From an optimization exercise on the open Yosys and OpenROAD flow, aimed at small area and a short achievable clock period; shortcuts taken in it are not production practice.
In this exercise RTL edits were held to simulation tests only and were not proved equivalent to the original.
No activity file was given, so power comes from the tool's default toggle rates.

===== flow/design.v =====
module full_adder(output sum,
                  output carry_out,
                  input x,
                  input y,
                  input carry_in);
assign sum = x ^ y ^ carry_in;
assign carry_out = (x & y) | (x & carry_in) | (y & carry_in);
endmodule
module half_adder_n(output sum_n,
                    output carry_n,
                    input a_n,
                    input b_n);
xnor_n xs(sum_n, a_n, b_n);
or_n oc(carry_n, a_n, b_n);
endmodule
module xnor_n(output y, input a, input b);
assign y = ~(a ^ b);
endmodule
module or_n(output y, input a, input b);
assign y = a | b;
endmodule
module fir_3tap (input clk,
                 input [7:0] Xin,
                 input [7:0] H0,
                 input [7:0] H1,
                 input [7:0] H2,
                 output reg [15:0] Yout);
reg [15:0] Q1n, Q2n;
wire t2_p0_0 = ~(Xin[0] & H2[0]);
wire t2_p0_1 = ~(Xin[0] & H2[1]);
wire t2_p0_2 = ~(Xin[0] & H2[2]);
wire t2_p0_3 = ~(Xin[0] & H2[3]);
wire t2_p0_4 = ~(Xin[0] & H2[4]);
wire t2_p0_5 = ~(Xin[0] & H2[5]);
wire t2_p0_6 = ~(Xin[0] & H2[6]);
wire t2_p0_7 = ~(Xin[0] & H2[7]);
wire t2_p1_0 = ~(Xin[1] & H2[0]);
wire t2_p1_1 = ~(Xin[1] & H2[1]);
wire t2_p1_2 = ~(Xin[1] & H2[2]);
wire t2_p1_3 = ~(Xin[1] & H2[3]);
wire t2_p1_4 = ~(Xin[1] & H2[4]);
wire t2_p1_5 = ~(Xin[1] & H2[5]);
wire t2_p1_6 = ~(Xin[1] & H2[6]);
wire t2_p1_7 = ~(Xin[1] & H2[7]);
wire t2_p2_0 = ~(Xin[2] & H2[0]);
wire t2_p2_1 = ~(Xin[2] & H2[1]);
wire t2_p2_2 = ~(Xin[2] & H2[2]);
wire t2_p2_3 = ~(Xin[2] & H2[3]);
wire t2_p2_4 = ~(Xin[2] & H2[4]);
wire t2_p2_5 = ~(Xin[2] & H2[5]);
wire t2_p2_6 = ~(Xin[2] & H2[6]);
wire t2_p2_7 = ~(Xin[2] & H2[7]);
wire t2_p3_0 = ~(Xin[3] & H2[0]);
wire t2_p3_1 = ~(Xin[3] & H2[1]);
wire t2_p3_2 = ~(Xin[3] & H2[2]);
wire t2_p3_3 = ~(Xin[3] & H2[3]);
wire t2_p3_4 = ~(Xin[3] & H2[4]);
wire t2_p3_5 = ~(Xin[3] & H2[5]);
wire t2_p3_6 = ~(Xin[3] & H2[6]);
wire t2_p3_7 = ~(Xin[3] & H2[7]);
wire t2_p4_0 = ~(Xin[4] & H2[0]);
wire t2_p4_1 = ~(Xin[4] & H2[1]);
wire t2_p4_2 = ~(Xin[4] & H2[2]);
wire t2_p4_3 = ~(Xin[4] & H2[3]);
wire t2_p4_4 = ~(Xin[4] & H2[4]);
wire t2_p4_5 = ~(Xin[4] & H2[5]);
wire t2_p4_6 = ~(Xin[4] & H2[6]);
wire t2_p4_7 = ~(Xin[4] & H2[7]);
wire t2_p5_0 = ~(Xin[5] & H2[0]);
wire t2_p5_1 = ~(Xin[5] & H2[1]);
wire t2_p5_2 = ~(Xin[5] & H2[2]);
wire t2_p5_3 = ~(Xin[5] & H2[3]);
wire t2_p5_4 = ~(Xin[5] & H2[4]);
wire t2_p5_5 = ~(Xin[5] & H2[5]);
wire t2_p5_6 = ~(Xin[5] & H2[6]);
wire t2_p5_7 = ~(Xin[5] & H2[7]);
wire t2_p6_0 = ~(Xin[6] & H2[0]);
wire t2_p6_1 = ~(Xin[6] & H2[1]);
wire t2_p6_2 = ~(Xin[6] & H2[2]);
wire t2_p6_3 = ~(Xin[6] & H2[3]);
wire t2_p6_4 = ~(Xin[6] & H2[4]);
wire t2_p6_5 = ~(Xin[6] & H2[5]);
wire t2_p6_6 = ~(Xin[6] & H2[6]);
wire t2_p6_7 = ~(Xin[6] & H2[7]);
wire t2_p7_0 = ~(Xin[7] & H2[0]);
wire t2_p7_1 = ~(Xin[7] & H2[1]);
wire t2_p7_2 = ~(Xin[7] & H2[2]);
wire t2_p7_3 = ~(Xin[7] & H2[3]);
wire t2_p7_4 = ~(Xin[7] & H2[4]);
wire t2_p7_5 = ~(Xin[7] & H2[5]);
wire t2_p7_6 = ~(Xin[7] & H2[6]);
wire t2_p7_7 = ~(Xin[7] & H2[7]);
wire t2_s0, t2_c0;
half_adder_n t2_ha1 (t2_s0, t2_c0, t2_p0_6, t2_p1_5);
wire t2_s1, t2_c1;
full_adder t2_fa2 (t2_s1, t2_c1, t2_p0_7, t2_p1_6, t2_p2_5);
wire t2_s2, t2_c2;
half_adder_n t2_ha3 (t2_s2, t2_c2, t2_p3_4, t2_p4_3);
wire t2_s3, t2_c3;
full_adder t2_fa4 (t2_s3, t2_c3, t2_p1_7, t2_p2_6, t2_p3_5);
wire t2_s4, t2_c4;
half_adder_n t2_ha5 (t2_s4, t2_c4, t2_p4_4, t2_p5_3);
wire t2_s5, t2_c5;
full_adder t2_fa6 (t2_s5, t2_c5, t2_p2_7, t2_p3_6, t2_p4_5);
wire t2_s6, t2_c6;
half_adder_n t2_ha7 (t2_s6, t2_c6, t2_p0_4, t2_p1_3);
wire t2_s7, t2_c7;
full_adder t2_fa8 (t2_s7, t2_c7, t2_p0_5, t2_p1_4, t2_p2_3);
wire t2_s8, t2_c8;
half_adder_n t2_ha9 (t2_s8, t2_c8, t2_p3_2, t2_p4_1);
wire t2_s9, t2_c9;
full_adder t2_fa10 (t2_s9, t2_c9, t2_p2_4, t2_p3_3, t2_p4_2);
wire t2_s10, t2_c10;
full_adder t2_fa11 (t2_s10, t2_c10, t2_p5_1, t2_p6_0, t2_s0);
wire t2_s11, t2_c11;
full_adder t2_fa12 (t2_s11, t2_c11, t2_p5_2, t2_p6_1, t2_p7_0);
wire t2_s12, t2_c12;
full_adder t2_fa13 (t2_s12, t2_c12, t2_c0, t2_s2, t2_s1);
wire t2_s13, t2_c13;
full_adder t2_fa14 (t2_s13, t2_c13, t2_p6_2, t2_p7_1, t2_c2);
wire t2_s14, t2_c14;
full_adder t2_fa15 (t2_s14, t2_c14, t2_s4, t2_c1, t2_s3);
wire t2_s15, t2_c15;
full_adder t2_fa16 (t2_s15, t2_c15, t2_p5_4, t2_p6_3, t2_p7_2);
wire t2_s16, t2_c16;
full_adder t2_fa17 (t2_s16, t2_c16, t2_c4, t2_c3, t2_s5);
wire t2_s17, t2_c17;
full_adder t2_fa18 (t2_s17, t2_c17, t2_p3_7, t2_p4_6, t2_p5_5);
wire t2_s18, t2_c18;
full_adder t2_fa19 (t2_s18, t2_c18, t2_p6_4, t2_p7_3, t2_c5);
wire t2_s19, t2_c19;
full_adder t2_fa20 (t2_s19, t2_c19, t2_p4_7, t2_p5_6, t2_p6_5);
wire t2_s20, t2_c20;
half_adder_n t2_ha21 (t2_s20, t2_c20, t2_p0_3, t2_p1_2);
wire t2_s21, t2_c21;
full_adder t2_fa22 (t2_s21, t2_c21, t2_p2_2, t2_p3_1, t2_p4_0);
wire t2_s22, t2_c22;
full_adder t2_fa23 (t2_s22, t2_c22, t2_p5_0, t2_c6, t2_s8);
wire t2_s23, t2_c23;
full_adder t2_fa24 (t2_s23, t2_c23, t2_c8, t2_c7, t2_s9);
wire t2_s24, t2_c24;
full_adder t2_fa25 (t2_s24, t2_c24, t2_c9, t2_s11, t2_c10);
wire t2_s25, t2_c25;
full_adder t2_fa26 (t2_s25, t2_c25, t2_c11, t2_s13, t2_c12);
wire t2_s26, t2_c26;
full_adder t2_fa27 (t2_s26, t2_c26, t2_s15, t2_c13, t2_c14);
wire t2_s27, t2_c27;
full_adder t2_fa28 (t2_s27, t2_c27, t2_c15, t2_s17, t2_c16);
wire t2_s28, t2_c28;
full_adder t2_fa29 (t2_s28, t2_c28, t2_p7_4, t2_c17, t2_s19);
wire t2_s29, t2_c29;
full_adder t2_fa30 (t2_s29, t2_c29, t2_p5_7, t2_p6_6, t2_p7_5);
wire t2_s30, t2_c30;
half_adder_n t2_ha31 (t2_s30, t2_c30, t2_p0_2, t2_p1_1);
wire t2_s31, t2_c31;
full_adder t2_fa32 (t2_s31, t2_c31, t2_p2_1, t2_p3_0, t2_s20);
wire t2_s32, t2_c32;
full_adder t2_fa33 (t2_s32, t2_c32, t2_c20, t2_s6, t2_s21);
wire t2_s33, t2_c33;
full_adder t2_fa34 (t2_s33, t2_c33, t2_c21, t2_s7, t2_s22);
wire t2_s34, t2_c34;
full_adder t2_fa35 (t2_s34, t2_c34, t2_c22, t2_s10, t2_s23);
wire t2_s35, t2_c35;
full_adder t2_fa36 (t2_s35, t2_c35, t2_c23, t2_s12, t2_s24);
wire t2_s36, t2_c36;
full_adder t2_fa37 (t2_s36, t2_c36, t2_s14, t2_c24, t2_s25);
wire t2_s37, t2_c37;
full_adder t2_fa38 (t2_s37, t2_c37, t2_s16, t2_c25, t2_s26);
wire t2_s38, t2_c38;
full_adder t2_fa39 (t2_s38, t2_c38, t2_s18, t2_c26, t2_s27);
wire t2_s39, t2_c39;
full_adder t2_fa40 (t2_s39, t2_c39, t2_c18, t2_s28, t2_c27);
wire t2_s40, t2_c40;
full_adder t2_fa41 (t2_s40, t2_c40, t2_c19, t2_s29, t2_c28);
wire t2_s41, t2_c41;
full_adder t2_fa42 (t2_s41, t2_c41, t2_p6_7, t2_p7_6, t2_c29);
wire [15:0] t2_g, t2_p, t2_sn;
assign t2_g[0] = t2_p0_0 & 1'b1;
assign t2_p[0] = t2_p0_0 ^ 1'b1;
assign t2_g[1] = t2_p0_1 & t2_p1_0;
assign t2_p[1] = t2_p0_1 ^ t2_p1_0;
assign t2_g[2] = t2_s30 & t2_p2_0;
assign t2_p[2] = t2_s30 ^ t2_p2_0;
assign t2_g[3] = t2_c30 & t2_s31;
assign t2_p[3] = t2_c30 ^ t2_s31;
assign t2_g[4] = t2_c31 & t2_s32;
assign t2_p[4] = t2_c31 ^ t2_s32;
assign t2_g[5] = t2_c32 & t2_s33;
assign t2_p[5] = t2_c32 ^ t2_s33;
assign t2_g[6] = t2_c33 & t2_s34;
assign t2_p[6] = t2_c33 ^ t2_s34;
assign t2_g[7] = t2_c34 & t2_s35;
assign t2_p[7] = t2_c34 ^ t2_s35;
assign t2_g[8] = t2_c35 & t2_s36;
assign t2_p[8] = t2_c35 ^ t2_s36;
assign t2_g[9] = t2_c36 & t2_s37;
assign t2_p[9] = t2_c36 ^ t2_s37;
assign t2_g[10] = t2_c37 & t2_s38;
assign t2_p[10] = t2_c37 ^ t2_s38;
assign t2_g[11] = t2_c38 & t2_s39;
assign t2_p[11] = t2_c38 ^ t2_s39;
assign t2_g[12] = t2_c39 & t2_s40;
assign t2_p[12] = t2_c39 ^ t2_s40;
assign t2_g[13] = t2_c40 & t2_s41;
assign t2_p[13] = t2_c40 ^ t2_s41;
assign t2_g[14] = t2_c41 & t2_p7_7;
assign t2_p[14] = t2_c41 ^ t2_p7_7;
assign t2_g[15] = 1'b1 & 1'b1;
assign t2_p[15] = 1'b1 ^ 1'b1;
wire t2_G0 = t2_g[1] | (t2_p[1] & (t2_g[0] | t2_p[0]));
wire t2_P0 = t2_p[1] & t2_p[0];
wire t2_G1 = t2_g[3] | (t2_p[3] & t2_g[2]);
wire t2_P1 = t2_p[3] & t2_p[2];
wire t2_G2 = t2_g[5] | (t2_p[5] & t2_g[4]);
wire t2_P2 = t2_p[5] & t2_p[4];
wire t2_G3 = t2_g[7] | (t2_p[7] & t2_g[6]);
wire t2_P3 = t2_p[7] & t2_p[6];
wire t2_G4 = t2_g[9] | (t2_p[9] & t2_g[8]);
wire t2_P4 = t2_p[9] & t2_p[8];
wire t2_G5 = t2_g[11] | (t2_p[11] & t2_g[10]);
wire t2_P5 = t2_p[11] & t2_p[10];
wire t2_G6 = t2_g[13] | (t2_p[13] & t2_g[12]);
wire t2_P6 = t2_p[13] & t2_p[12];
wire t2_G7 = t2_G1 | (t2_P1 & t2_G0);
wire t2_P7 = t2_P1 & t2_P0;
wire t2_G8 = t2_G3 | (t2_P3 & t2_G2);
wire t2_P8 = t2_P3 & t2_P2;
wire t2_G9 = t2_G5 | (t2_P5 & t2_G4);
wire t2_P9 = t2_P5 & t2_P4;
wire t2_G10 = t2_G8 | (t2_P8 & t2_G7);
wire t2_P10 = t2_P8 & t2_P7;
wire t2_G11 = t2_G9 | (t2_P9 & t2_G10);
wire t2_P11 = t2_P9 & t2_P10;
wire t2_G12 = t2_G2 | (t2_P2 & t2_G7);
wire t2_P12 = t2_P2 & t2_P7;
wire t2_G13 = t2_G4 | (t2_P4 & t2_G10);
wire t2_P13 = t2_P4 & t2_P10;
wire t2_G14 = t2_G6 | (t2_P6 & t2_G11);
wire t2_P14 = t2_P6 & t2_P11;
wire t2_G15 = t2_g[2] | (t2_p[2] & t2_G0);
wire t2_P15 = t2_p[2] & t2_P0;
wire t2_G16 = t2_g[4] | (t2_p[4] & t2_G7);
wire t2_P16 = t2_p[4] & t2_P7;
wire t2_G17 = t2_g[6] | (t2_p[6] & t2_G12);
wire t2_P17 = t2_p[6] & t2_P12;
wire t2_G18 = t2_g[8] | (t2_p[8] & t2_G10);
wire t2_P18 = t2_p[8] & t2_P10;
wire t2_G19 = t2_g[10] | (t2_p[10] & t2_G13);
wire t2_P19 = t2_p[10] & t2_P13;
wire t2_G20 = t2_g[12] | (t2_p[12] & t2_G11);
wire t2_P20 = t2_p[12] & t2_P11;
wire t2_G21 = t2_g[14] | (t2_p[14] & t2_G14);
wire t2_P21 = t2_p[14] & t2_P14;
assign t2_sn[0] = ~t2_p[0];
assign t2_sn[1] = t2_p[1] ^ (t2_g[0] | t2_p[0]);
assign t2_sn[2] = t2_p[2] ^ t2_G0;
assign t2_sn[3] = t2_p[3] ^ t2_G15;
assign t2_sn[4] = t2_p[4] ^ t2_G7;
assign t2_sn[5] = t2_p[5] ^ t2_G16;
assign t2_sn[6] = t2_p[6] ^ t2_G12;
assign t2_sn[7] = t2_p[7] ^ t2_G17;
assign t2_sn[8] = t2_p[8] ^ t2_G10;
assign t2_sn[9] = t2_p[9] ^ t2_G18;
assign t2_sn[10] = t2_p[10] ^ t2_G13;
assign t2_sn[11] = t2_p[11] ^ t2_G19;
assign t2_sn[12] = t2_p[12] ^ t2_G11;
assign t2_sn[13] = t2_p[13] ^ t2_G20;
assign t2_sn[14] = t2_p[14] ^ t2_G14;
assign t2_sn[15] = t2_p[15] ^ t2_G21;
wire t1_p0_0 = ~(Xin[0] & H1[0]);
wire t1_p0_1 = ~(Xin[0] & H1[1]);
wire t1_p0_2 = ~(Xin[0] & H1[2]);
wire t1_p0_3 = ~(Xin[0] & H1[3]);
wire t1_p0_4 = ~(Xin[0] & H1[4]);
wire t1_p0_5 = ~(Xin[0] & H1[5]);
wire t1_p0_6 = ~(Xin[0] & H1[6]);
wire t1_p0_7 = ~(Xin[0] & H1[7]);
wire t1_p1_0 = ~(Xin[1] & H1[0]);
wire t1_p1_1 = ~(Xin[1] & H1[1]);
wire t1_p1_2 = ~(Xin[1] & H1[2]);
wire t1_p1_3 = ~(Xin[1] & H1[3]);
wire t1_p1_4 = ~(Xin[1] & H1[4]);
wire t1_p1_5 = ~(Xin[1] & H1[5]);
wire t1_p1_6 = ~(Xin[1] & H1[6]);
wire t1_p1_7 = ~(Xin[1] & H1[7]);
wire t1_p2_0 = ~(Xin[2] & H1[0]);
wire t1_p2_1 = ~(Xin[2] & H1[1]);
wire t1_p2_2 = ~(Xin[2] & H1[2]);
wire t1_p2_3 = ~(Xin[2] & H1[3]);
wire t1_p2_4 = ~(Xin[2] & H1[4]);
wire t1_p2_5 = ~(Xin[2] & H1[5]);
wire t1_p2_6 = ~(Xin[2] & H1[6]);
wire t1_p2_7 = ~(Xin[2] & H1[7]);
wire t1_p3_0 = ~(Xin[3] & H1[0]);
wire t1_p3_1 = ~(Xin[3] & H1[1]);
wire t1_p3_2 = ~(Xin[3] & H1[2]);
wire t1_p3_3 = ~(Xin[3] & H1[3]);
wire t1_p3_4 = ~(Xin[3] & H1[4]);
wire t1_p3_5 = ~(Xin[3] & H1[5]);
wire t1_p3_6 = ~(Xin[3] & H1[6]);
wire t1_p3_7 = ~(Xin[3] & H1[7]);
wire t1_p4_0 = ~(Xin[4] & H1[0]);
wire t1_p4_1 = ~(Xin[4] & H1[1]);
wire t1_p4_2 = ~(Xin[4] & H1[2]);
wire t1_p4_3 = ~(Xin[4] & H1[3]);
wire t1_p4_4 = ~(Xin[4] & H1[4]);
wire t1_p4_5 = ~(Xin[4] & H1[5]);
wire t1_p4_6 = ~(Xin[4] & H1[6]);
wire t1_p4_7 = ~(Xin[4] & H1[7]);
wire t1_p5_0 = ~(Xin[5] & H1[0]);
wire t1_p5_1 = ~(Xin[5] & H1[1]);
wire t1_p5_2 = ~(Xin[5] & H1[2]);
wire t1_p5_3 = ~(Xin[5] & H1[3]);
wire t1_p5_4 = ~(Xin[5] & H1[4]);
wire t1_p5_5 = ~(Xin[5] & H1[5]);
wire t1_p5_6 = ~(Xin[5] & H1[6]);
wire t1_p5_7 = ~(Xin[5] & H1[7]);
wire t1_p6_0 = ~(Xin[6] & H1[0]);
wire t1_p6_1 = ~(Xin[6] & H1[1]);
wire t1_p6_2 = ~(Xin[6] & H1[2]);
wire t1_p6_3 = ~(Xin[6] & H1[3]);
wire t1_p6_4 = ~(Xin[6] & H1[4]);
wire t1_p6_5 = ~(Xin[6] & H1[5]);
wire t1_p6_6 = ~(Xin[6] & H1[6]);
wire t1_p6_7 = ~(Xin[6] & H1[7]);
wire t1_p7_0 = ~(Xin[7] & H1[0]);
wire t1_p7_1 = ~(Xin[7] & H1[1]);
wire t1_p7_2 = ~(Xin[7] & H1[2]);
wire t1_p7_3 = ~(Xin[7] & H1[3]);
wire t1_p7_4 = ~(Xin[7] & H1[4]);
wire t1_p7_5 = ~(Xin[7] & H1[5]);
wire t1_p7_6 = ~(Xin[7] & H1[6]);
wire t1_p7_7 = ~(Xin[7] & H1[7]);
wire t1_s0, t1_c0;
half_adder_n t1_ha1 (t1_s0, t1_c0, Q1n[5], t1_p0_5);
wire t1_s1, t1_c1;
full_adder t1_fa2 (t1_s1, t1_c1, Q1n[6], t1_p0_6, t1_p1_5);
wire t1_s2, t1_c2;
half_adder_n t1_ha3 (t1_s2, t1_c2, t1_p2_4, t1_p3_3);
wire t1_s3, t1_c3;
full_adder t1_fa4 (t1_s3, t1_c3, Q1n[7], t1_p0_7, t1_p1_6);
wire t1_s4, t1_c4;
full_adder t1_fa5 (t1_s4, t1_c4, t1_p2_5, t1_p3_4, t1_p4_3);
wire t1_s5, t1_c5;
half_adder_n t1_ha6 (t1_s5, t1_c5, t1_p5_2, t1_p6_1);
wire t1_s6, t1_c6;
full_adder t1_fa7 (t1_s6, t1_c6, Q1n[8], t1_p1_7, t1_p2_6);
wire t1_s7, t1_c7;
full_adder t1_fa8 (t1_s7, t1_c7, t1_p3_5, t1_p4_4, t1_p5_3);
wire t1_s8, t1_c8;
half_adder_n t1_ha9 (t1_s8, t1_c8, t1_p6_2, t1_p7_1);
wire t1_s9, t1_c9;
full_adder t1_fa10 (t1_s9, t1_c9, Q1n[9], t1_p2_7, t1_p3_6);
wire t1_s10, t1_c10;
full_adder t1_fa11 (t1_s10, t1_c10, t1_p4_5, t1_p5_4, t1_p6_3);
wire t1_s11, t1_c11;
full_adder t1_fa12 (t1_s11, t1_c11, Q1n[10], t1_p3_7, t1_p4_6);
wire t1_s12, t1_c12;
half_adder_n t1_ha13 (t1_s12, t1_c12, Q1n[3], t1_p0_3);
wire t1_s13, t1_c13;
full_adder t1_fa14 (t1_s13, t1_c13, Q1n[4], t1_p0_4, t1_p1_3);
wire t1_s14, t1_c14;
half_adder_n t1_ha15 (t1_s14, t1_c14, t1_p2_2, t1_p3_1);
wire t1_s15, t1_c15;
full_adder t1_fa16 (t1_s15, t1_c15, t1_p1_4, t1_p2_3, t1_p3_2);
wire t1_s16, t1_c16;
full_adder t1_fa17 (t1_s16, t1_c16, t1_p4_1, t1_p5_0, t1_s0);
wire t1_s17, t1_c17;
full_adder t1_fa18 (t1_s17, t1_c17, t1_p4_2, t1_p5_1, t1_p6_0);
wire t1_s18, t1_c18;
full_adder t1_fa19 (t1_s18, t1_c18, t1_c0, t1_s2, t1_s1);
wire t1_s19, t1_c19;
full_adder t1_fa20 (t1_s19, t1_c19, t1_p7_0, t1_c2, t1_s5);
wire t1_s20, t1_c20;
full_adder t1_fa21 (t1_s20, t1_c20, t1_c1, t1_s3, t1_s4);
wire t1_s21, t1_c21;
full_adder t1_fa22 (t1_s21, t1_c21, t1_c5, t1_s8, t1_c3);
wire t1_s22, t1_c22;
full_adder t1_fa23 (t1_s22, t1_c22, t1_c4, t1_s6, t1_s7);
wire t1_s23, t1_c23;
full_adder t1_fa24 (t1_s23, t1_c23, t1_p7_2, t1_c8, t1_c6);
wire t1_s24, t1_c24;
full_adder t1_fa25 (t1_s24, t1_c24, t1_c7, t1_s10, t1_s9);
wire t1_s25, t1_c25;
full_adder t1_fa26 (t1_s25, t1_c25, t1_p5_5, t1_p6_4, t1_p7_3);
wire t1_s26, t1_c26;
full_adder t1_fa27 (t1_s26, t1_c26, t1_c10, t1_c9, t1_s11);
wire t1_s27, t1_c27;
full_adder t1_fa28 (t1_s27, t1_c27, Q1n[11], t1_p4_7, t1_p5_6);
wire t1_s28, t1_c28;
full_adder t1_fa29 (t1_s28, t1_c28, t1_p6_5, t1_p7_4, t1_c11);
wire t1_s29, t1_c29;
full_adder t1_fa30 (t1_s29, t1_c29, Q1n[12], t1_p5_7, t1_p6_6);
wire t1_s30, t1_c30;
half_adder_n t1_ha31 (t1_s30, t1_c30, Q1n[2], t1_p0_2);
wire t1_s31, t1_c31;
full_adder t1_fa32 (t1_s31, t1_c31, t1_p1_2, t1_p2_1, t1_p3_0);
wire t1_s32, t1_c32;
full_adder t1_fa33 (t1_s32, t1_c32, t1_p4_0, t1_c12, t1_s14);
wire t1_s33, t1_c33;
full_adder t1_fa34 (t1_s33, t1_c33, t1_c14, t1_c13, t1_s15);
wire t1_s34, t1_c34;
full_adder t1_fa35 (t1_s34, t1_c34, t1_c15, t1_s17, t1_c16);
wire t1_s35, t1_c35;
full_adder t1_fa36 (t1_s35, t1_c35, t1_c17, t1_s19, t1_c18);
wire t1_s36, t1_c36;
full_adder t1_fa37 (t1_s36, t1_c36, t1_c19, t1_c20, t1_s21);
wire t1_s37, t1_c37;
full_adder t1_fa38 (t1_s37, t1_c37, t1_c21, t1_c22, t1_s23);
wire t1_s38, t1_c38;
full_adder t1_fa39 (t1_s38, t1_c38, t1_s25, t1_c23, t1_c24);
wire t1_s39, t1_c39;
full_adder t1_fa40 (t1_s39, t1_c39, t1_c25, t1_s27, t1_c26);
wire t1_s40, t1_c40;
full_adder t1_fa41 (t1_s40, t1_c40, t1_p7_5, t1_c27, t1_s29);
wire t1_s41, t1_c41;
full_adder t1_fa42 (t1_s41, t1_c41, Q1n[13], t1_p6_7, t1_p7_6);
wire t1_s42, t1_c42;
half_adder_n t1_ha43 (t1_s42, t1_c42, Q1n[1], t1_p0_1);
wire t1_s43, t1_c43;
full_adder t1_fa44 (t1_s43, t1_c43, t1_p1_1, t1_p2_0, t1_s30);
wire t1_s44, t1_c44;
full_adder t1_fa45 (t1_s44, t1_c44, t1_c30, t1_s12, t1_s31);
wire t1_s45, t1_c45;
full_adder t1_fa46 (t1_s45, t1_c45, t1_c31, t1_s13, t1_s32);
wire t1_s46, t1_c46;
full_adder t1_fa47 (t1_s46, t1_c46, t1_c32, t1_s16, t1_s33);
wire t1_s47, t1_c47;
full_adder t1_fa48 (t1_s47, t1_c47, t1_c33, t1_s18, t1_s34);
wire t1_s48, t1_c48;
full_adder t1_fa49 (t1_s48, t1_c48, t1_s20, t1_c34, t1_s35);
wire t1_s49, t1_c49;
full_adder t1_fa50 (t1_s49, t1_c49, t1_s22, t1_c35, t1_s36);
wire t1_s50, t1_c50;
full_adder t1_fa51 (t1_s50, t1_c50, t1_s24, t1_c36, t1_s37);
wire t1_s51, t1_c51;
full_adder t1_fa52 (t1_s51, t1_c51, t1_s26, t1_c37, t1_s38);
wire t1_s52, t1_c52;
full_adder t1_fa53 (t1_s52, t1_c52, t1_s28, t1_c38, t1_s39);
wire t1_s53, t1_c53;
full_adder t1_fa54 (t1_s53, t1_c53, t1_c28, t1_s40, t1_c39);
wire t1_s54, t1_c54;
full_adder t1_fa55 (t1_s54, t1_c54, t1_c29, t1_s41, t1_c40);
wire t1_s55, t1_c55;
full_adder t1_fa56 (t1_s55, t1_c55, Q1n[14], t1_p7_7, t1_c41);
wire [15:0] t1_g, t1_p, t1_sn;
assign t1_g[0] = Q1n[0] & t1_p0_0;
assign t1_p[0] = Q1n[0] ^ t1_p0_0;
assign t1_g[1] = t1_s42 & t1_p1_0;
assign t1_p[1] = t1_s42 ^ t1_p1_0;
assign t1_g[2] = t1_c42 & t1_s43;
assign t1_p[2] = t1_c42 ^ t1_s43;
assign t1_g[3] = t1_c43 & t1_s44;
assign t1_p[3] = t1_c43 ^ t1_s44;
assign t1_g[4] = t1_c44 & t1_s45;
assign t1_p[4] = t1_c44 ^ t1_s45;
assign t1_g[5] = t1_c45 & t1_s46;
assign t1_p[5] = t1_c45 ^ t1_s46;
assign t1_g[6] = t1_c46 & t1_s47;
assign t1_p[6] = t1_c46 ^ t1_s47;
assign t1_g[7] = t1_c47 & t1_s48;
assign t1_p[7] = t1_c47 ^ t1_s48;
assign t1_g[8] = t1_c48 & t1_s49;
assign t1_p[8] = t1_c48 ^ t1_s49;
assign t1_g[9] = t1_c49 & t1_s50;
assign t1_p[9] = t1_c49 ^ t1_s50;
assign t1_g[10] = t1_c50 & t1_s51;
assign t1_p[10] = t1_c50 ^ t1_s51;
assign t1_g[11] = t1_c51 & t1_s52;
assign t1_p[11] = t1_c51 ^ t1_s52;
assign t1_g[12] = t1_c52 & t1_s53;
assign t1_p[12] = t1_c52 ^ t1_s53;
assign t1_g[13] = t1_c53 & t1_s54;
assign t1_p[13] = t1_c53 ^ t1_s54;
assign t1_g[14] = t1_c54 & t1_s55;
assign t1_p[14] = t1_c54 ^ t1_s55;
assign t1_g[15] = t1_c55 & Q1n[15];
assign t1_p[15] = t1_c55 ^ Q1n[15];
wire t1_G0 = t1_g[1] | (t1_p[1] & (t1_g[0] | t1_p[0]));
wire t1_P0 = t1_p[1] & t1_p[0];
wire t1_G1 = t1_g[3] | (t1_p[3] & t1_g[2]);
wire t1_P1 = t1_p[3] & t1_p[2];
wire t1_G2 = t1_g[5] | (t1_p[5] & t1_g[4]);
wire t1_P2 = t1_p[5] & t1_p[4];
wire t1_G3 = t1_g[7] | (t1_p[7] & t1_g[6]);
wire t1_P3 = t1_p[7] & t1_p[6];
wire t1_G4 = t1_g[9] | (t1_p[9] & t1_g[8]);
wire t1_P4 = t1_p[9] & t1_p[8];
wire t1_G5 = t1_g[11] | (t1_p[11] & t1_g[10]);
wire t1_P5 = t1_p[11] & t1_p[10];
wire t1_G6 = t1_g[13] | (t1_p[13] & t1_g[12]);
wire t1_P6 = t1_p[13] & t1_p[12];
wire t1_G7 = t1_G1 | (t1_P1 & t1_G0);
wire t1_P7 = t1_P1 & t1_P0;
wire t1_G8 = t1_G3 | (t1_P3 & t1_G2);
wire t1_P8 = t1_P3 & t1_P2;
wire t1_G9 = t1_G5 | (t1_P5 & t1_G4);
wire t1_P9 = t1_P5 & t1_P4;
wire t1_G10 = t1_G8 | (t1_P8 & t1_G7);
wire t1_P10 = t1_P8 & t1_P7;
wire t1_G11 = t1_G9 | (t1_P9 & t1_G10);
wire t1_P11 = t1_P9 & t1_P10;
wire t1_G12 = t1_G2 | (t1_P2 & t1_G7);
wire t1_P12 = t1_P2 & t1_P7;
wire t1_G13 = t1_G4 | (t1_P4 & t1_G10);
wire t1_P13 = t1_P4 & t1_P10;
wire t1_G14 = t1_G6 | (t1_P6 & t1_G11);
wire t1_P14 = t1_P6 & t1_P11;
wire t1_G15 = t1_g[2] | (t1_p[2] & t1_G0);
wire t1_P15 = t1_p[2] & t1_P0;
wire t1_G16 = t1_g[4] | (t1_p[4] & t1_G7);
wire t1_P16 = t1_p[4] & t1_P7;
wire t1_G17 = t1_g[6] | (t1_p[6] & t1_G12);
wire t1_P17 = t1_p[6] & t1_P12;
wire t1_G18 = t1_g[8] | (t1_p[8] & t1_G10);
wire t1_P18 = t1_p[8] & t1_P10;
wire t1_G19 = t1_g[10] | (t1_p[10] & t1_G13);
wire t1_P19 = t1_p[10] & t1_P13;
wire t1_G20 = t1_g[12] | (t1_p[12] & t1_G11);
wire t1_P20 = t1_p[12] & t1_P11;
wire t1_G21 = t1_g[14] | (t1_p[14] & t1_G14);
wire t1_P21 = t1_p[14] & t1_P14;
assign t1_sn[0] = ~t1_p[0];
assign t1_sn[1] = t1_p[1] ^ (t1_g[0] | t1_p[0]);
assign t1_sn[2] = t1_p[2] ^ t1_G0;
assign t1_sn[3] = t1_p[3] ^ t1_G15;
assign t1_sn[4] = t1_p[4] ^ t1_G7;
assign t1_sn[5] = t1_p[5] ^ t1_G16;
assign t1_sn[6] = t1_p[6] ^ t1_G12;
assign t1_sn[7] = t1_p[7] ^ t1_G17;
assign t1_sn[8] = t1_p[8] ^ t1_G10;
assign t1_sn[9] = t1_p[9] ^ t1_G18;
assign t1_sn[10] = t1_p[10] ^ t1_G13;
assign t1_sn[11] = t1_p[11] ^ t1_G19;
assign t1_sn[12] = t1_p[12] ^ t1_G11;
assign t1_sn[13] = t1_p[13] ^ t1_G20;
assign t1_sn[14] = t1_p[14] ^ t1_G14;
assign t1_sn[15] = t1_p[15] ^ t1_G21;
wire t0_p0_0 = ~(Xin[0] & H0[0]);
wire t0_p0_1 = ~(Xin[0] & H0[1]);
wire t0_p0_2 = ~(Xin[0] & H0[2]);
wire t0_p0_3 = ~(Xin[0] & H0[3]);
wire t0_p0_4 = ~(Xin[0] & H0[4]);
wire t0_p0_5 = ~(Xin[0] & H0[5]);
wire t0_p0_6 = ~(Xin[0] & H0[6]);
wire t0_p0_7 = ~(Xin[0] & H0[7]);
wire t0_p1_0 = ~(Xin[1] & H0[0]);
wire t0_p1_1 = ~(Xin[1] & H0[1]);
wire t0_p1_2 = ~(Xin[1] & H0[2]);
wire t0_p1_3 = ~(Xin[1] & H0[3]);
wire t0_p1_4 = ~(Xin[1] & H0[4]);
wire t0_p1_5 = ~(Xin[1] & H0[5]);
wire t0_p1_6 = ~(Xin[1] & H0[6]);
wire t0_p1_7 = ~(Xin[1] & H0[7]);
wire t0_p2_0 = ~(Xin[2] & H0[0]);
wire t0_p2_1 = ~(Xin[2] & H0[1]);
wire t0_p2_2 = ~(Xin[2] & H0[2]);
wire t0_p2_3 = ~(Xin[2] & H0[3]);
wire t0_p2_4 = ~(Xin[2] & H0[4]);
wire t0_p2_5 = ~(Xin[2] & H0[5]);
wire t0_p2_6 = ~(Xin[2] & H0[6]);
wire t0_p2_7 = ~(Xin[2] & H0[7]);
wire t0_p3_0 = ~(Xin[3] & H0[0]);
wire t0_p3_1 = ~(Xin[3] & H0[1]);
wire t0_p3_2 = ~(Xin[3] & H0[2]);
wire t0_p3_3 = ~(Xin[3] & H0[3]);
wire t0_p3_4 = ~(Xin[3] & H0[4]);
wire t0_p3_5 = ~(Xin[3] & H0[5]);
wire t0_p3_6 = ~(Xin[3] & H0[6]);
wire t0_p3_7 = ~(Xin[3] & H0[7]);
wire t0_p4_0 = ~(Xin[4] & H0[0]);
wire t0_p4_1 = ~(Xin[4] & H0[1]);
wire t0_p4_2 = ~(Xin[4] & H0[2]);
wire t0_p4_3 = ~(Xin[4] & H0[3]);
wire t0_p4_4 = ~(Xin[4] & H0[4]);
wire t0_p4_5 = ~(Xin[4] & H0[5]);
wire t0_p4_6 = ~(Xin[4] & H0[6]);
wire t0_p4_7 = ~(Xin[4] & H0[7]);
wire t0_p5_0 = ~(Xin[5] & H0[0]);
wire t0_p5_1 = ~(Xin[5] & H0[1]);
wire t0_p5_2 = ~(Xin[5] & H0[2]);
wire t0_p5_3 = ~(Xin[5] & H0[3]);
wire t0_p5_4 = ~(Xin[5] & H0[4]);
wire t0_p5_5 = ~(Xin[5] & H0[5]);
wire t0_p5_6 = ~(Xin[5] & H0[6]);
wire t0_p5_7 = ~(Xin[5] & H0[7]);
wire t0_p6_0 = ~(Xin[6] & H0[0]);
wire t0_p6_1 = ~(Xin[6] & H0[1]);
wire t0_p6_2 = ~(Xin[6] & H0[2]);
wire t0_p6_3 = ~(Xin[6] & H0[3]);
wire t0_p6_4 = ~(Xin[6] & H0[4]);
wire t0_p6_5 = ~(Xin[6] & H0[5]);
wire t0_p6_6 = ~(Xin[6] & H0[6]);
wire t0_p6_7 = ~(Xin[6] & H0[7]);
wire t0_p7_0 = ~(Xin[7] & H0[0]);
wire t0_p7_1 = ~(Xin[7] & H0[1]);
wire t0_p7_2 = ~(Xin[7] & H0[2]);
wire t0_p7_3 = ~(Xin[7] & H0[3]);
wire t0_p7_4 = ~(Xin[7] & H0[4]);
wire t0_p7_5 = ~(Xin[7] & H0[5]);
wire t0_p7_6 = ~(Xin[7] & H0[6]);
wire t0_p7_7 = ~(Xin[7] & H0[7]);
wire t0_s0, t0_c0;
half_adder_n t0_ha1 (t0_s0, t0_c0, Q2n[5], t0_p0_5);
wire t0_s1, t0_c1;
full_adder t0_fa2 (t0_s1, t0_c1, Q2n[6], t0_p0_6, t0_p1_5);
wire t0_s2, t0_c2;
half_adder_n t0_ha3 (t0_s2, t0_c2, t0_p2_4, t0_p3_3);
wire t0_s3, t0_c3;
full_adder t0_fa4 (t0_s3, t0_c3, Q2n[7], t0_p0_7, t0_p1_6);
wire t0_s4, t0_c4;
full_adder t0_fa5 (t0_s4, t0_c4, t0_p2_5, t0_p3_4, t0_p4_3);
wire t0_s5, t0_c5;
half_adder_n t0_ha6 (t0_s5, t0_c5, t0_p5_2, t0_p6_1);
wire t0_s6, t0_c6;
full_adder t0_fa7 (t0_s6, t0_c6, Q2n[8], t0_p1_7, t0_p2_6);
wire t0_s7, t0_c7;
full_adder t0_fa8 (t0_s7, t0_c7, t0_p3_5, t0_p4_4, t0_p5_3);
wire t0_s8, t0_c8;
half_adder_n t0_ha9 (t0_s8, t0_c8, t0_p6_2, t0_p7_1);
wire t0_s9, t0_c9;
full_adder t0_fa10 (t0_s9, t0_c9, Q2n[9], t0_p2_7, t0_p3_6);
wire t0_s10, t0_c10;
full_adder t0_fa11 (t0_s10, t0_c10, t0_p4_5, t0_p5_4, t0_p6_3);
wire t0_s11, t0_c11;
full_adder t0_fa12 (t0_s11, t0_c11, Q2n[10], t0_p3_7, t0_p4_6);
wire t0_s12, t0_c12;
half_adder_n t0_ha13 (t0_s12, t0_c12, Q2n[3], t0_p0_3);
wire t0_s13, t0_c13;
full_adder t0_fa14 (t0_s13, t0_c13, Q2n[4], t0_p0_4, t0_p1_3);
wire t0_s14, t0_c14;
half_adder_n t0_ha15 (t0_s14, t0_c14, t0_p2_2, t0_p3_1);
wire t0_s15, t0_c15;
full_adder t0_fa16 (t0_s15, t0_c15, t0_p1_4, t0_p2_3, t0_p3_2);
wire t0_s16, t0_c16;
full_adder t0_fa17 (t0_s16, t0_c16, t0_p4_1, t0_p5_0, t0_s0);
wire t0_s17, t0_c17;
full_adder t0_fa18 (t0_s17, t0_c17, t0_p4_2, t0_p5_1, t0_p6_0);
wire t0_s18, t0_c18;
full_adder t0_fa19 (t0_s18, t0_c18, t0_c0, t0_s2, t0_s1);
wire t0_s19, t0_c19;
full_adder t0_fa20 (t0_s19, t0_c19, t0_p7_0, t0_c2, t0_s5);
wire t0_s20, t0_c20;
full_adder t0_fa21 (t0_s20, t0_c20, t0_c1, t0_s3, t0_s4);
wire t0_s21, t0_c21;
full_adder t0_fa22 (t0_s21, t0_c21, t0_c5, t0_s8, t0_c3);
wire t0_s22, t0_c22;
full_adder t0_fa23 (t0_s22, t0_c22, t0_c4, t0_s6, t0_s7);
wire t0_s23, t0_c23;
full_adder t0_fa24 (t0_s23, t0_c23, t0_p7_2, t0_c8, t0_c6);
wire t0_s24, t0_c24;
full_adder t0_fa25 (t0_s24, t0_c24, t0_c7, t0_s10, t0_s9);
wire t0_s25, t0_c25;
full_adder t0_fa26 (t0_s25, t0_c25, t0_p5_5, t0_p6_4, t0_p7_3);
wire t0_s26, t0_c26;
full_adder t0_fa27 (t0_s26, t0_c26, t0_c10, t0_c9, t0_s11);
wire t0_s27, t0_c27;
full_adder t0_fa28 (t0_s27, t0_c27, Q2n[11], t0_p4_7, t0_p5_6);
wire t0_s28, t0_c28;
full_adder t0_fa29 (t0_s28, t0_c28, t0_p6_5, t0_p7_4, t0_c11);
wire t0_s29, t0_c29;
full_adder t0_fa30 (t0_s29, t0_c29, Q2n[12], t0_p5_7, t0_p6_6);
wire t0_s30, t0_c30;
half_adder_n t0_ha31 (t0_s30, t0_c30, Q2n[2], t0_p0_2);
wire t0_s31, t0_c31;
full_adder t0_fa32 (t0_s31, t0_c31, t0_p1_2, t0_p2_1, t0_p3_0);
wire t0_s32, t0_c32;
full_adder t0_fa33 (t0_s32, t0_c32, t0_p4_0, t0_c12, t0_s14);
wire t0_s33, t0_c33;
full_adder t0_fa34 (t0_s33, t0_c33, t0_c14, t0_c13, t0_s15);
wire t0_s34, t0_c34;
full_adder t0_fa35 (t0_s34, t0_c34, t0_c15, t0_s17, t0_c16);
wire t0_s35, t0_c35;
full_adder t0_fa36 (t0_s35, t0_c35, t0_c17, t0_s19, t0_c18);
wire t0_s36, t0_c36;
full_adder t0_fa37 (t0_s36, t0_c36, t0_c19, t0_c20, t0_s21);
wire t0_s37, t0_c37;
full_adder t0_fa38 (t0_s37, t0_c37, t0_c21, t0_c22, t0_s23);
wire t0_s38, t0_c38;
full_adder t0_fa39 (t0_s38, t0_c38, t0_s25, t0_c23, t0_c24);
wire t0_s39, t0_c39;
full_adder t0_fa40 (t0_s39, t0_c39, t0_c25, t0_s27, t0_c26);
wire t0_s40, t0_c40;
full_adder t0_fa41 (t0_s40, t0_c40, t0_p7_5, t0_c27, t0_s29);
wire t0_s41, t0_c41;
full_adder t0_fa42 (t0_s41, t0_c41, Q2n[13], t0_p6_7, t0_p7_6);
wire t0_s42, t0_c42;
half_adder_n t0_ha43 (t0_s42, t0_c42, Q2n[1], t0_p0_1);
wire t0_s43, t0_c43;
full_adder t0_fa44 (t0_s43, t0_c43, t0_p1_1, t0_p2_0, t0_s30);
wire t0_s44, t0_c44;
full_adder t0_fa45 (t0_s44, t0_c44, t0_c30, t0_s12, t0_s31);
wire t0_s45, t0_c45;
full_adder t0_fa46 (t0_s45, t0_c45, t0_c31, t0_s13, t0_s32);
wire t0_s46, t0_c46;
full_adder t0_fa47 (t0_s46, t0_c46, t0_c32, t0_s16, t0_s33);
wire t0_s47, t0_c47;
full_adder t0_fa48 (t0_s47, t0_c47, t0_c33, t0_s18, t0_s34);
wire t0_s48, t0_c48;
full_adder t0_fa49 (t0_s48, t0_c48, t0_s20, t0_c34, t0_s35);
wire t0_s49, t0_c49;
full_adder t0_fa50 (t0_s49, t0_c49, t0_s22, t0_c35, t0_s36);
wire t0_s50, t0_c50;
full_adder t0_fa51 (t0_s50, t0_c50, t0_s24, t0_c36, t0_s37);
wire t0_s51, t0_c51;
full_adder t0_fa52 (t0_s51, t0_c51, t0_s26, t0_c37, t0_s38);
wire t0_s52, t0_c52;
full_adder t0_fa53 (t0_s52, t0_c52, t0_s28, t0_c38, t0_s39);
wire t0_s53, t0_c53;
full_adder t0_fa54 (t0_s53, t0_c53, t0_c28, t0_s40, t0_c39);
wire t0_s54, t0_c54;
full_adder t0_fa55 (t0_s54, t0_c54, t0_c29, t0_s41, t0_c40);
wire t0_s55, t0_c55;
full_adder t0_fa56 (t0_s55, t0_c55, Q2n[14], t0_p7_7, t0_c41);
wire [15:0] t0_g, t0_p, t0_sn;
assign t0_g[0] = Q2n[0] & t0_p0_0;
assign t0_p[0] = Q2n[0] ^ t0_p0_0;
assign t0_g[1] = t0_s42 & t0_p1_0;
assign t0_p[1] = t0_s42 ^ t0_p1_0;
assign t0_g[2] = t0_c42 & t0_s43;
assign t0_p[2] = t0_c42 ^ t0_s43;
assign t0_g[3] = t0_c43 & t0_s44;
assign t0_p[3] = t0_c43 ^ t0_s44;
assign t0_g[4] = t0_c44 & t0_s45;
assign t0_p[4] = t0_c44 ^ t0_s45;
assign t0_g[5] = t0_c45 & t0_s46;
assign t0_p[5] = t0_c45 ^ t0_s46;
assign t0_g[6] = t0_c46 & t0_s47;
assign t0_p[6] = t0_c46 ^ t0_s47;
assign t0_g[7] = t0_c47 & t0_s48;
assign t0_p[7] = t0_c47 ^ t0_s48;
assign t0_g[8] = t0_c48 & t0_s49;
assign t0_p[8] = t0_c48 ^ t0_s49;
assign t0_g[9] = t0_c49 & t0_s50;
assign t0_p[9] = t0_c49 ^ t0_s50;
assign t0_g[10] = t0_c50 & t0_s51;
assign t0_p[10] = t0_c50 ^ t0_s51;
assign t0_g[11] = t0_c51 & t0_s52;
assign t0_p[11] = t0_c51 ^ t0_s52;
assign t0_g[12] = t0_c52 & t0_s53;
assign t0_p[12] = t0_c52 ^ t0_s53;
assign t0_g[13] = t0_c53 & t0_s54;
assign t0_p[13] = t0_c53 ^ t0_s54;
assign t0_g[14] = t0_c54 & t0_s55;
assign t0_p[14] = t0_c54 ^ t0_s55;
assign t0_g[15] = t0_c55 & Q2n[15];
assign t0_p[15] = t0_c55 ^ Q2n[15];
wire t0_G0 = t0_g[1] | (t0_p[1] & (t0_g[0] | t0_p[0]));
wire t0_P0 = t0_p[1] & t0_p[0];
wire t0_G1 = t0_g[3] | (t0_p[3] & t0_g[2]);
wire t0_P1 = t0_p[3] & t0_p[2];
wire t0_G2 = t0_g[5] | (t0_p[5] & t0_g[4]);
wire t0_P2 = t0_p[5] & t0_p[4];
wire t0_G3 = t0_g[7] | (t0_p[7] & t0_g[6]);
wire t0_P3 = t0_p[7] & t0_p[6];
wire t0_G4 = t0_g[9] | (t0_p[9] & t0_g[8]);
wire t0_P4 = t0_p[9] & t0_p[8];
wire t0_G5 = t0_g[11] | (t0_p[11] & t0_g[10]);
wire t0_P5 = t0_p[11] & t0_p[10];
wire t0_G6 = t0_g[13] | (t0_p[13] & t0_g[12]);
wire t0_P6 = t0_p[13] & t0_p[12];
wire t0_G7 = t0_G1 | (t0_P1 & t0_G0);
wire t0_P7 = t0_P1 & t0_P0;
wire t0_G8 = t0_G3 | (t0_P3 & t0_G2);
wire t0_P8 = t0_P3 & t0_P2;
wire t0_G9 = t0_G5 | (t0_P5 & t0_G4);
wire t0_P9 = t0_P5 & t0_P4;
wire t0_G10 = t0_G8 | (t0_P8 & t0_G7);
wire t0_P10 = t0_P8 & t0_P7;
wire t0_G11 = t0_G9 | (t0_P9 & t0_G10);
wire t0_P11 = t0_P9 & t0_P10;
wire t0_G12 = t0_G2 | (t0_P2 & t0_G7);
wire t0_P12 = t0_P2 & t0_P7;
wire t0_G13 = t0_G4 | (t0_P4 & t0_G10);
wire t0_P13 = t0_P4 & t0_P10;
wire t0_G14 = t0_G6 | (t0_P6 & t0_G11);
wire t0_P14 = t0_P6 & t0_P11;
wire t0_G15 = t0_g[2] | (t0_p[2] & t0_G0);
wire t0_P15 = t0_p[2] & t0_P0;
wire t0_G16 = t0_g[4] | (t0_p[4] & t0_G7);
wire t0_P16 = t0_p[4] & t0_P7;
wire t0_G17 = t0_g[6] | (t0_p[6] & t0_G12);
wire t0_P17 = t0_p[6] & t0_P12;
wire t0_G18 = t0_g[8] | (t0_p[8] & t0_G10);
wire t0_P18 = t0_p[8] & t0_P10;
wire t0_G19 = t0_g[10] | (t0_p[10] & t0_G13);
wire t0_P19 = t0_p[10] & t0_P13;
wire t0_G20 = t0_g[12] | (t0_p[12] & t0_G11);
wire t0_P20 = t0_p[12] & t0_P11;
wire t0_G21 = t0_g[14] | (t0_p[14] & t0_G14);
wire t0_P21 = t0_p[14] & t0_P14;
assign t0_sn[0] = ~t0_p[0];
assign t0_sn[1] = t0_p[1] ^ (t0_g[0] | t0_p[0]);
assign t0_sn[2] = t0_p[2] ^ t0_G0;
assign t0_sn[3] = t0_p[3] ^ t0_G15;
assign t0_sn[4] = t0_p[4] ^ t0_G7;
assign t0_sn[5] = t0_p[5] ^ t0_G16;
assign t0_sn[6] = t0_p[6] ^ t0_G12;
assign t0_sn[7] = t0_p[7] ^ t0_G17;
assign t0_sn[8] = t0_p[8] ^ t0_G10;
assign t0_sn[9] = t0_p[9] ^ t0_G18;
assign t0_sn[10] = t0_p[10] ^ t0_G13;
assign t0_sn[11] = t0_p[11] ^ t0_G19;
assign t0_sn[12] = t0_p[12] ^ t0_G11;
assign t0_sn[13] = t0_p[13] ^ t0_G20;
assign t0_sn[14] = t0_p[14] ^ t0_G14;
assign t0_sn[15] = t0_p[15] ^ t0_G21;
always @(posedge clk) begin
  Q1n  <= t2_sn;
  Q2n  <= t1_sn;
  Yout <= ~t0_sn;
end
endmodule

===== flow/run.sh =====
#!/bin/bash
# synth_recipe.tcl (not shown) runs the flow's synth.tcl, then flattens the netlist and writes it again
# the make line also repeats each setting of config.mk as NAME=value (left out here)
make -C /OpenROAD-flow-scripts/flow DESIGN_CONFIG=/design/flow/config.mk WORK_HOME=/design/flow/orfs CLKGATE_MAP_FILE= SYNTH_SCRIPT=/design/flow/synth_recipe.tcl finish

===== flow/config.mk =====
export PLATFORM = sky130hd
export DESIGN_NAME = fir_3tap
export DESIGN_NICKNAME = fir_3tap
export VERILOG_FILES = /design/flow/design.v
export SDC_FILE = /design/flow/constraint.sdc
export NUM_CORES = 4
export LEC_CHECK = 0
export CAP_MARGIN = 50
export CORE_MARGIN = 2
export CORE_UTILIZATION = 40
export SLEW_MARGIN = 70
export SYNTH_HIERARCHICAL = 1
export SYNTH_MINIMUM_KEEP_SIZE = 0

===== flow/constraint.sdc =====
create_clock -name core_clock -period 12.5 [get_ports {clk}]
set_input_delay 2.5000 -clock core_clock [delete_from_list [all_inputs] [get_ports {clk}]]
set_output_delay 2.5000 -clock core_clock [all_outputs]
set_load 0.01 [all_outputs]

==> results of run 1 <==
power groups by stage:
stage / clock (uW) / combinational, uW / sequential [uW]
floorplan: 0 / 1200 / 307
global placement: 0 / 1540 / 303
detailed placement: 0 / 1570 / 299
CTS: 169 / 1590 / 297
global route: 175 / 1810 / 301
finish: 162 / 1550 / 295
layout make-up:
type                    instances  share of cell area, %
repair buffers                 53                   6.98
well taps                     216                   3.69
inverters                      35                   1.80
clock buffers                   6                   1.90
flip-flops and latches         48                   13.1
clock inverters                 2                  0.530
multi-input cells             522                   72.0
cell usage in the layout (no fill, tap or decap), types with 2 or more instances in the layout:
| cell | count |
|---|---|
| inv_1 | 35 |
| clkbuf_16 | 5 |
| and2_1 | 4 |
| dfxtp_1 | 48 |
| nand2_1 | 196 |
| xor2_1 | 15 |
| o21a_1 | 3 |
| a21oi_1 | 14 |
| xnor2_1 | 30 |
| a211oi_2 | 2 |
| a211oi_1 | 3 |
| nand4_1 | 2 |
| fa_1 | 154 |
| nor2_1 | 7 |
| clkdlybuf4s50_1 | 45 |
| a21o_1 | 4 |
| o21ai_1 | 3 |
| o21ai_0 | 5 |
| buf_4 | 8 |
| or2_1 | 23 |
| ha_1 | 39 |
| o211ai_1 | 4 |
modules after synthesis, one instance, submodules excluded, excerpt:
module      flops+latches  cells  copies in the design
fir_3tap               48    464                     1
or_n                    0      1                    23
full_adder              0      1                   131
xnor_n                  0      1                    23
sequential cells by signal, summed over array words and instances (netlist names):
name  count
Q1n      16
Q2n      16
Yout     16
cells by family (layout without fill, tap and decap cells):
| group | count (synthesis) | count (layout) |
|---|---|---|
| DFF | 48 | 48 |
| xor gates and xnor gates | 45 | 45 |
| and+or+nand+nor | 238 | 238 |
| AOI/OAI and AO/OA | 46 | 46 |
| adders and majority gates | 193 | 193 |
| buffers and inverters | 71 | 96 |
per-stage QoR:
stage               std cells  hold slack [ps]  setup slack, ps  utilization [%]
finish                    882              453             5760             46.1
global route              882              470             5520             46.1
CTS                       882              461             5740             46.1
detailed placement        874              439             5440             44.9
global placement          874              450             4990             45.0
floorplan                 641              413             6160                -
how the worst max path moves through the flow:
stage                       from      end  slack [ps]  cells past startpoint
after global routing      Xin[2]  Q2n[15]        5520                     14
after detailed placement  Xin[2]  Q2n[15]        5440                     14
after global placement    Xin[1]  Q2n[15]        4990                     13
final                     Xin[2]  Q2n[15]        5760                     14
after CTS                 Xin[2]  Q2n[15]        5740                     14
after floorplan           Xin[1]  Q2n[15]        6160                     13
metal layers:
metal / global-route usage (%) / wire, um / share of wire [%]
met5: 0 / 0 / 0
met4: 1.99 / 84 / 0.64
met3: 3.24 / 777 / 6.0
met2: 27.8 / 6340 / 49
met1: 23.3 / 5840 / 45
==> results.cfg, run 1 <==
[setup_path]
endpoint_kind = register
slowest_delay_ps = 580
critPathTopFamily = adder cells
reg2reg_depth = 12
rr_startpoint = Q2n[6]
required_ps = 12680
r2r_end = Yout[15]
critical_path_class = input pin to register
cp.arrival_ps = 6920
cp_num_buf_inv = 2
crit_chain = clkdlybuf4s50_1 -> buf_4 -> nand2_1 -> fa_1 -> fa_1 -> fa_1 -> fa_1 -> ha_1 -> a21oi_1 -> nor2_1 -> a211oi_1 -> a32oi_1 -> fa_1 -> xnor2_1
cp-start-kind = input pin
cpMaxStageDelayCell = fa_1
crit_path_frequent_cell = fa_1
path_max_fanout = 24
rrSetupSlack_ps = 8570

[placement]
hpwl_mm = 10.4
place_congestion = 0.826
placed_area_um2 = 7140
portBuffers = 48

[clocking]
insertion_delay_ps = 290
holdBufCountCts = 0
cts_resized = 0
post-cts-setup-buffers = 0
clkTransAtPathRegs_ps = 70
clock-sinks = 48
ctsRootBufferMaster = clkbuf_16
cts-htree-levels = 2
cts_buffer_depth = 2
cts-buffers-inserted = 5
cts_tree = done

[floorplanning]
core_area_um2 = 15900
io_pins = 49
die_w_um = 131
die_area_um2 = 17300
die_y_um = 131
num_rows = 46
start_util_pct = 40.9

[synth]
yosys-top-cells-area = fa_1 (47%), dfxtp_1 (15%), nand2_1 (11%)
ys_seq_area_share_pct = 14.8
synth.most_common_cell = nand2_1
synthTopCellsByCount = nand2_1 (196), fa_1 (154), dfxtp_1 (48)
avgSynthCellArea_um2 = 10.1
synth-main-ff-cell = dfxtp_1
synth_top_cell_area_share_pct = 47.5
synthArstFlopShare_pct = 0
synth_compound_area_share_pct = 4.91
yosys.area_share.simple_pct = 15.1
yosysTopAreaCell = fa_1
syn_nets = 867
yosysUniqueCellTypes = 35
yosysWarnings = 7
synthAdderAreaFrac_pct = 55.0
synth_top_family_by_area = adder cells
synth_edf_count = 0
muxShareOfSynthArea_pct = 0
ys_ff_latch = 48
synth_area_um2 = 6490
synth_xor_xnor_area_share_pct = 6.07
syn_inst = 641

[cells_and_area]
fin_area_um2 = 7320
multi_input_area_um2 = 5270
drive_above_1_share_pct = 3.30
syn2layout_area_growth_pct = 12.7
fillers = 1526
antennaDiodeCount = 0
fin_nets = 891
seqCellArea_um2 = 961

[sta]
tightestPinTransition_ps = 396
relSlewSlack_pct = 73.5
rsz0062_at_grt = false
layout_min_cycle_time_ps = 6740
slew_violations = 0
hold_viol_final = 0
setup_violations = 0
period_share_pct = 53.9
finalClockSkew_ps = 6.93
tns_ps = 0
timing.fmax_ghz = 0.148

[routing]
antenna_left = 0
viasPerCell = 5.01
drc = 0
wl_mm = 13.0
drt_iter0_drc = 257
firstDrtPassIters = 4
routedWlPerCell_um = 14.8
vias = 4418

[power]
switchingPower_uw = 911
intPower_uw = 1090
power_uw = 2010
irDropWorstVdd_mv = 0.129
power_frac_comb_pct = 77.2
pwr_density_cell_nw_per_um2 = 274
cellLeakagePower_uw = 0.00280
p_clk_share_pct = 8.1
p_seq_share_pct = 14.7
netSwitchingFraction_pct = 45.4

[global_route]
grt_max_degree = 25
antenna_found_initial = 0
grt_pass1_wl_mm = 23.9
overflow = 0
groute.usage.overall_pct = 16.7
grt_pass1_vias = 4921

[worst_hold_path]
hold_path_depth = 1
hp-class = register to register
hold_path_end = Yout[15]
min-delay-start = Q2n[15]

[flow_run]
drv_cap = 0

[status]
status = finished clean
==> run 2, diff against run 1 <==
--- a/flow/config.mk
+++ b/flow/config.mk
@@ -5,9 +5,10 @@
 export SDC_FILE = /design/flow/constraint.sdc
 export NUM_CORES = 4
 export LEC_CHECK = 0
-export CAP_MARGIN = 50
+export CAP_MARGIN = 20
 export CORE_MARGIN = 2
 export CORE_UTILIZATION = 40
-export SLEW_MARGIN = 70
+export SETUP_SLACK_MARGIN = 5
+export SLEW_MARGIN = 20
 export SYNTH_HIERARCHICAL = 1
 export SYNTH_MINIMUM_KEEP_SIZE = 0
==> results.cfg, run 2 <==
[sta]
tightestPinTransition_ps = 1030
layout_min_cycle_time_ps = 6880
period_share_pct = 55.0
finalClockSkew_ps = 7.82
setup_violations = 0
hold_viol_final = 0
slew_violations = 0
relSlewSlack_pct = 31.3
timing.fmax_ghz = 0.145
tns_ps = 0
rsz0062_at_grt = false

[setup_path]
cp-start-kind = input pin
rrSetupSlack_ps = 8570
rr_startpoint = Q2n[6]
r2r_end = Yout[15]
path_max_fanout = 24
endpoint_kind = register
required_ps = 12680
reg2reg_depth = 12
cpMaxStageDelayCell = dlymetal6s2s_1
cp.arrival_ps = 7060
critical_path_class = input pin to register
crit_path_start = Xin[1]
crit_chain = dlymetal6s2s_1 -> nand2_1 -> fa_1 -> fa_1 -> fa_1 -> fa_1 -> ha_1 -> a21oi_1 -> nor2_1 -> a211oi_1 -> a32oi_1 -> fa_1 -> xnor2_1
worstSetupEndpoint = Q2n[15]
slowest_delay_ps = 760
crit_path_frequent_cell = fa_1

[synth]
ys_ff_latch = 48
yosysUniqueCellTypes = 35
synthArstFlopShare_pct = 0
ys_seq_area_share_pct = 14.8
synth-main-ff-cell = dfxtp_1
avgSynthCellArea_um2 = 10.1
yosysWarnings = 7
synthAdderAreaFrac_pct = 55.0
synth_area_um2 = 6490
synth_edf_count = 0
synth_top_family_by_area = adder cells
yosysTopAreaCell = fa_1
muxShareOfSynthArea_pct = 0
yosys.area_share.simple_pct = 15.1
yosys-top-cells-area = fa_1 (47%), dfxtp_1 (15%), nand2_1 (11%)
synth_compound_area_share_pct = 4.91
synth_top_cell_area_share_pct = 47.5
synthTopCellsByCount = nand2_1 (196), fa_1 (154), dfxtp_1 (48)
synth.most_common_cell = nand2_1
syn_inst = 641
synth_xor_xnor_area_share_pct = 6.07
syn_nets = 867

[power]
pwr_density_cell_nw_per_um2 = 275
cellLeakagePower_uw = 0.00282
irDropWorstVdd_mv = 0.133

[cells_and_area]
final_common_cell = nand2_1
reg_top3 = Q1n (16), Q2n (16), Yout (16)
multi_input_area_um2 = 5270
seqCellArea_um2 = 961
antennaDiodeCount = 0
final_util_pct = 46.2
instances_no_fill = 883
mostFrequentLayoutCells = nand2_1 (196), fa_1 (154), dfxtp_1 (48), clkdlybuf4s50_1 (46), ha_1 (39)
fin_nets = 892
drive_above_1_share_pct = 3.00
fillers = 1511
syn2layout_area_growth_pct = 13.0

[global_route]
grt_max_degree = 25
overflow = 0
grt_pass1_wl_mm = 23.9
groute.usage.overall_pct = 16.9
grt_pass1_vias = 4960
antenna_found_initial = 0

[placement]
place_congestion = 0.826
placed_cells = 874
portBuffers = 48
hpwl_mm = 10.4

[clocking]
cts_tree = done
clock-sinks = 48
clkTransAtPathRegs_ps = 70
ctsRootBufferMaster = clkbuf_16
cts_buffer_depth = 2
insertion_delay_ps = 300
cts_resized = 0
cts-buffers-inserted = 5
holdBufCountCts = 0
post-cts-setup-buffers = 0
cts-htree-levels = 2

[routing]
antenna_left = 0
vias = 4448
drc = 0
viasPerCell = 5.04
wl_mm = 13.2
drt_iter0_drc = 244
firstDrtPassIters = 4
routedWlPerCell_um = 14.9

[floorplanning]
start_util_pct = 40.9
die_y_um = 131
die_area_um2 = 17300
die_w_um = 131
core_area_um2 = 15900
num_rows = 46
io_pins = 49

[worst_hold_path]
hp-class = register to register

[flow_run]
drv_cap = 0

[status]
status = finished clean
## run 2: cell types whose count changed in the layout (fill, tap and decap cells not counted), sizes merged
cell,delta
dlymetal6s2s,+2
buf,-2
clkdlybuf4s50,+1
## run 2: report_power, final
| group | internal, uW | switching (uW) |
|---|---|---|
| sequential | 266 | 27.9 |
| clock | 100 | 63.3 |
| combinational | 732 | 826 |
## run 2: worst max-delay path: cells and delay by family
family / cells / cell delay, ps
buffers and inverters: 1 / 760
AO/OA/AOI/OAI: 3 / 620
AND/OR/NAND/NOR: 2 / 270
XOR/XNOR: 1 / 130
adder cells (fa/ha/maj): 6 / 2760
## run 2: worst min-delay path by stage
stage	to	from	slack, ps	cells after the start
after detailed placement	Yout[15]	Q2n[15]	440	1
after floorplan	Yout[15]	Q2n[15]	410	1
after global placement	Yout[15]	Q2n[15]	450	1
after global routing	Yout[15]	Q2n[15]	470	1
final	Yout[15]	Q2n[15]	440	1
after CTS	Yout[15]	Q2n[15]	450	1
## run 2: cell families (layout without fill, tap and decap cells)
| kind of cell | after synthesis | count (layout) |
|---|---|---|
| buf+inv | 71 | 97 |
| fa+ha+maj | 193 | 193 |
| compound gates | 46 | 46 |
| simple gates | 238 | 238 |
| xor+xnor | 45 | 45 |
| flops | 48 | 48 |
## run 2: area by class of cell
class	instances	area share, %
Multi-Input combinational cell	522	71.7
Tap cell	216	3.68
Clock buffer	6	1.89
Inverter	35	1.79
Clock inverter	2	0.528
Timing Repair Buffer	54	7.28
Sequential cell	48	13.1
## run 2: per-layer routing
layer / global-route usage (%) / vias up / wire, um
met4: 3.32 / 0 / 155
li1: - / 2027 / -
met1: 23.3 / 2288 / 5940
met2: 28.0 / 117 / 6290
met3: 3.05 / 16 / 780
met5: 0 / - / 0
## run 2: through the flow
step	setup slack (ps)	power (uW)	area (um^2)	hold WS [ps]
finish	5620	2020	7340	444
global route	5360	2300	7340	471
CTS	5220	2070	7320	454
detailed placement	4920	1880	7150	437
global placement	4990	1850	7150	450
floorplan	6160	1500	6490	413
## run 2: modules after synthesis (local to each module, per instance), a selection
module	cells	flops+latches	area [um^2]	times used
fir_3tap	464	48	3530	1
or_n	1	0	6.26	23
full_adder	1	0	20.0	131
xnor_n	1	0	8.76	23

-- afterwards: timing with drivers on the ports --
How much do the figures lean on ideal ports? The routed layouts below were timed once more, with nothing changed but the port constraints.
Step 1: set_driving_cell puts a clkbuf_16 on clk and a buf_2 on each other input, an assumption about the parent block.
Step 2, shift: input delay + t, output delay - t, t = (earliest + latest rising clock arrival at the registers) / 2. This alone moves slack from input paths to output paths.
Slacks: ideal / step 1 / step 2; pairs: ideal / step 1.
run | t (ns) | setup WS [ns] | hold slack, ns | latest minus earliest clock arrival (ns)
run 1 | 0.327 | 5.764 / 5.763 / 5.437 | 0.453 / 0.453 / 0.453 | 0.007 / 0.007
run 2 | 0.331 | 5.619 / 5.629 / 5.299 | 0.444 / 0.444 / 0.444 | 0.009 / 0.009
After both steps setup and hold are still met in every run listed. For run 1, which loses most, drivers alone change the setup slack by -0.001 ns; drivers and shift together by -0.327 ns.
